Source: an optimization exercise on an open RTL-to-GDS flow (aim: small area, a short achievable clock period and few clock cycles). Production flows keep margins and buffers that such runs may drop. In this exercise RTL edits were held to simulation tests only and were not proved equivalent to the original. No activity file was given, so power comes from the tool's default toggle rates.

the previous run:
==> flow/design.v (excerpt) <==
module Dense #(parameter
    IN_COUNT = 1600,
    OUT_COUNT = 10,
    DATA_SIZE = 32,
    WEIGHT_ADR_WIDTH = 14,
    BIAS_ADR_WIDTH = 4,
    IN_ADR_WIDTH = 11,
    OUT_ADR_WIDTH = 4
) (
    clk,
    rst,
    weightAdr,
    weightData,
    biasAdr,
    biasData,
    axisif_start,
    axisif_done,
    axisif_bufferIn_adr,
    axisif_bufferIn_data,
    axisif_bufferOut_adr,
    axisif_bufferOut_data,
    axisif_bufferOut_wr
);
export LEC_CHECK = 0
export CAP_MARGIN = 20
export CORE_MARGIN = 2
export CORE_UTILIZATION = 70
export CTS_CLUSTER_DIAMETER = 120
export CTS_CLUSTER_SIZE = 25
export SLEW_MARGIN = 20
export SYNTH_HIERARCHICAL = 1
create_clock -name core_clock -period 22.0 [get_ports {clk}]
run.sh (not shown) runs the stock make flow with config.mk's settings and CLKGATE_MAP_FILE= SYNTH_SCRIPT=/design/flow/synth_recipe.tcl, a recipe that flattens the netlist after the stock synthesis.
Testbench counts of the previous run, summed over its fixed seeds: cycles 328,620.
The following lists how the current run was set up differently from the previous run:
==> flow/flow/run.sh (new file) <==
#!/bin/bash
# Own layout flow: the standard ORFS flow (standard.sh) with two changes:
#  - timing repair aims for a larger setup slack than the default, so that the
#    repair steps size up and buffer the critical paths;
#  - the port buffers are buf_2 cells.
# The clock period and constraints are the standard flow's, unchanged. make's full output
# goes to flow_make.log; every ORFS step also writes its own log under
# orfs/logs/.
set -euo pipefail
bash standard.sh SETUP_SLACK_MARGIN=16.5 "BUFFER_PORTS_ARGS=-buffer_cell sky130_fd_sc_hd__buf_2" finish > flow_make.log 2>&1
==> flow/standard.sh (new file) <==
#!/bin/bash
# synth_recipe.tcl (not shown) runs the flow's synth.tcl, then flattens the netlist and writes it again
# the make line also repeats each setting of config.mk as NAME=value (left out here)
make -C /OpenROAD-flow-scripts/flow DESIGN_CONFIG=/design/flow/config.mk WORK_HOME=/design/flow/orfs CLKGATE_MAP_FILE= SYNTH_SCRIPT=/design/flow/synth_recipe.tcl "${@:-finish}"
removed: flow/run.sh
[summary]
STATUS total routed wirelength: the current run wins against the previous run
Re count of vias placed by the detailed router: the previous run was higher than the current run.
Number of levels the H-tree was split into: the current run vs the previous run identical
Final cell area: the current run below the previous run
Share of final layout cell area taken by clock buffers and inverters of the current run is on par with the previous run.
On clock-buffer cell count: the current run sits above the previous run.
On total power divided by cell area, the lower figure sits with the current run, not the previous run.
The current run -> the previous run: post-cts hold buffer count delta 0, exact match
Setup WNS the previous run -> the current run: better
Lower fraction of met1 tracks used by global routing was reported by the current run, not the previous run.


== the baseline ==
Dense, a different RTL version from the one above (not shown whole).
Size in the first run: about 330 flip-flops, about 170 I/O pins.
## Dense
module Dense #(parameter
    IN_COUNT = 1600,
    OUT_COUNT = 10,
    DATA_SIZE = 32,
    WEIGHT_ADR_WIDTH = 14,
    BIAS_ADR_WIDTH = 4,
    IN_ADR_WIDTH = 11,
    OUT_ADR_WIDTH = 4
) (
    clk,
    rst,
    weightAdr,
    weightData,
    biasAdr,
    biasData,
    axisif_start,
    axisif_done,
    axisif_bufferIn_adr,
    axisif_bufferIn_data,
    axisif_bufferOut_adr,
    axisif_bufferOut_data,
    axisif_bufferOut_wr
);
==> flow/config.mk <==
export PLATFORM = sky130hd
export DESIGN_NAME = Dense
export DESIGN_NICKNAME = Dense
export VERILOG_FILES = /design/flow/design.v
export SDC_FILE = /design/flow/constraint.sdc
export NUM_CORES = 8
export LEC_CHECK = 0
export CAP_MARGIN = 20
export CORE_MARGIN = 2
export CORE_UTILIZATION = 70
export CTS_CLUSTER_DIAMETER = 120
export CTS_CLUSTER_SIZE = 25
export SLEW_MARGIN = 20
export SYNTH_HIERARCHICAL = 1
==> flow/constraint.sdc <==
create_clock -name core_clock -period 22.0 [get_ports {clk}]
set_input_delay 4.4000 -clock core_clock [delete_from_list [all_inputs] [get_ports {clk}]]
set_output_delay 4.4000 -clock core_clock [all_outputs]
set_load 0.01 [all_outputs]
standard.sh (not shown) runs the stock make flow with config.mk's settings and CLKGATE_MAP_FILE= SYNTH_SCRIPT=/design/flow/synth_recipe.tcl, a recipe that flattens the netlist after the stock synthesis.
==> flow/flow/run.sh <==
#!/bin/bash
# Own layout flow: the standard ORFS flow (standard.sh) with two changes:
#  - timing repair aims for a larger setup slack than the default, so that the
#    repair steps size up and buffer the critical paths;
#  - the port buffers are buf_2 cells.
# The clock period and constraints are the standard flow's, unchanged. make's full output
# goes to flow_make.log; every ORFS step also writes its own log under
# orfs/logs/.
set -euo pipefail
bash standard.sh SETUP_SLACK_MARGIN=16.5 "BUFFER_PORTS_ARGS=-buffer_cell sky130_fd_sc_hd__buf_2" finish > flow_make.log 2>&1
Testbench counts of the baseline, summed over its fixed seeds: cycles 328,620.
[inputs] the candidate vs the baseline
==> flow/run.sh (new file) <==
#!/bin/bash
# synth_recipe.tcl (not shown) runs the flow's synth.tcl, then flattens the netlist and writes it again
# the make line also repeats each setting of config.mk as NAME=value (left out here)
make -C /OpenROAD-flow-scripts/flow DESIGN_CONFIG=/design/flow/config.mk WORK_HOME=/design/flow/orfs CLKGATE_MAP_FILE= SYNTH_SCRIPT=/design/flow/synth_recipe.tcl finish
removed: flow/flow/run.sh
removed: flow/standard.sh
Results
Looking at the reports, the candidate completed the entire flow and the layout it produced met the timing, DRC and antenna checks. Lower logic depth of the worst setup path including buffers among the candidate and the baseline: the candidate. Cmp the candidate and the baseline / via count / lower: the baseline. Reported for the candidate and the baseline, number of different library cells in the post-synthesis netlist turned out identical to the last digit. Power: the candidate draws more than the baseline. Summary of the candidate over the baseline: routed wire length now larger, upper clock frequency limit now smaller, final estimated routing congestion in global placement now larger, cell depth of the worst flop-to-flop path now larger. In the candidate relative to the baseline, non-clock buffer count had gone down by a little under 10%.

==> separate check: timing with driven ports <==
No port has a modelled driver above. Below, the same layouts with a new extraction and two added sets of constraints. Step 1 sets driving cells, clkbuf_16 on the clock port and buf_2 on the other inputs (assumed; they add their load-dependent delay and slew). Step 2 times the ports against the registers' clock, not the clock port: input delays grow and output delays shrink by t, the midpoint of the rising clock arrivals with the driver on. Three values: no drivers, after step 1, after step 2; two values: the first two.
run | t, ns | setup WS [ns] | hold slack, ns
the previous run | 0.611 | 15.750 / 15.747 / 15.182 | 0.331 / 0.331 / 0.331
the current run | 0.615 | 16.451 / 16.427 / 15.877 | 0.322 / 0.322 / 0.322
the baseline | 0.601 | 16.505 / 16.465 / 15.940 | 0.320 / 0.320 / 0.320
the candidate | 0.600 | 15.537 / 15.575 / 14.975 | 0.314 / 0.314 / 0.314
After both steps every run listed still meets setup and hold. For the current run, which loses most, drivers alone change the setup slack by -0.024 ns; drivers and shift together by -0.574 ns.
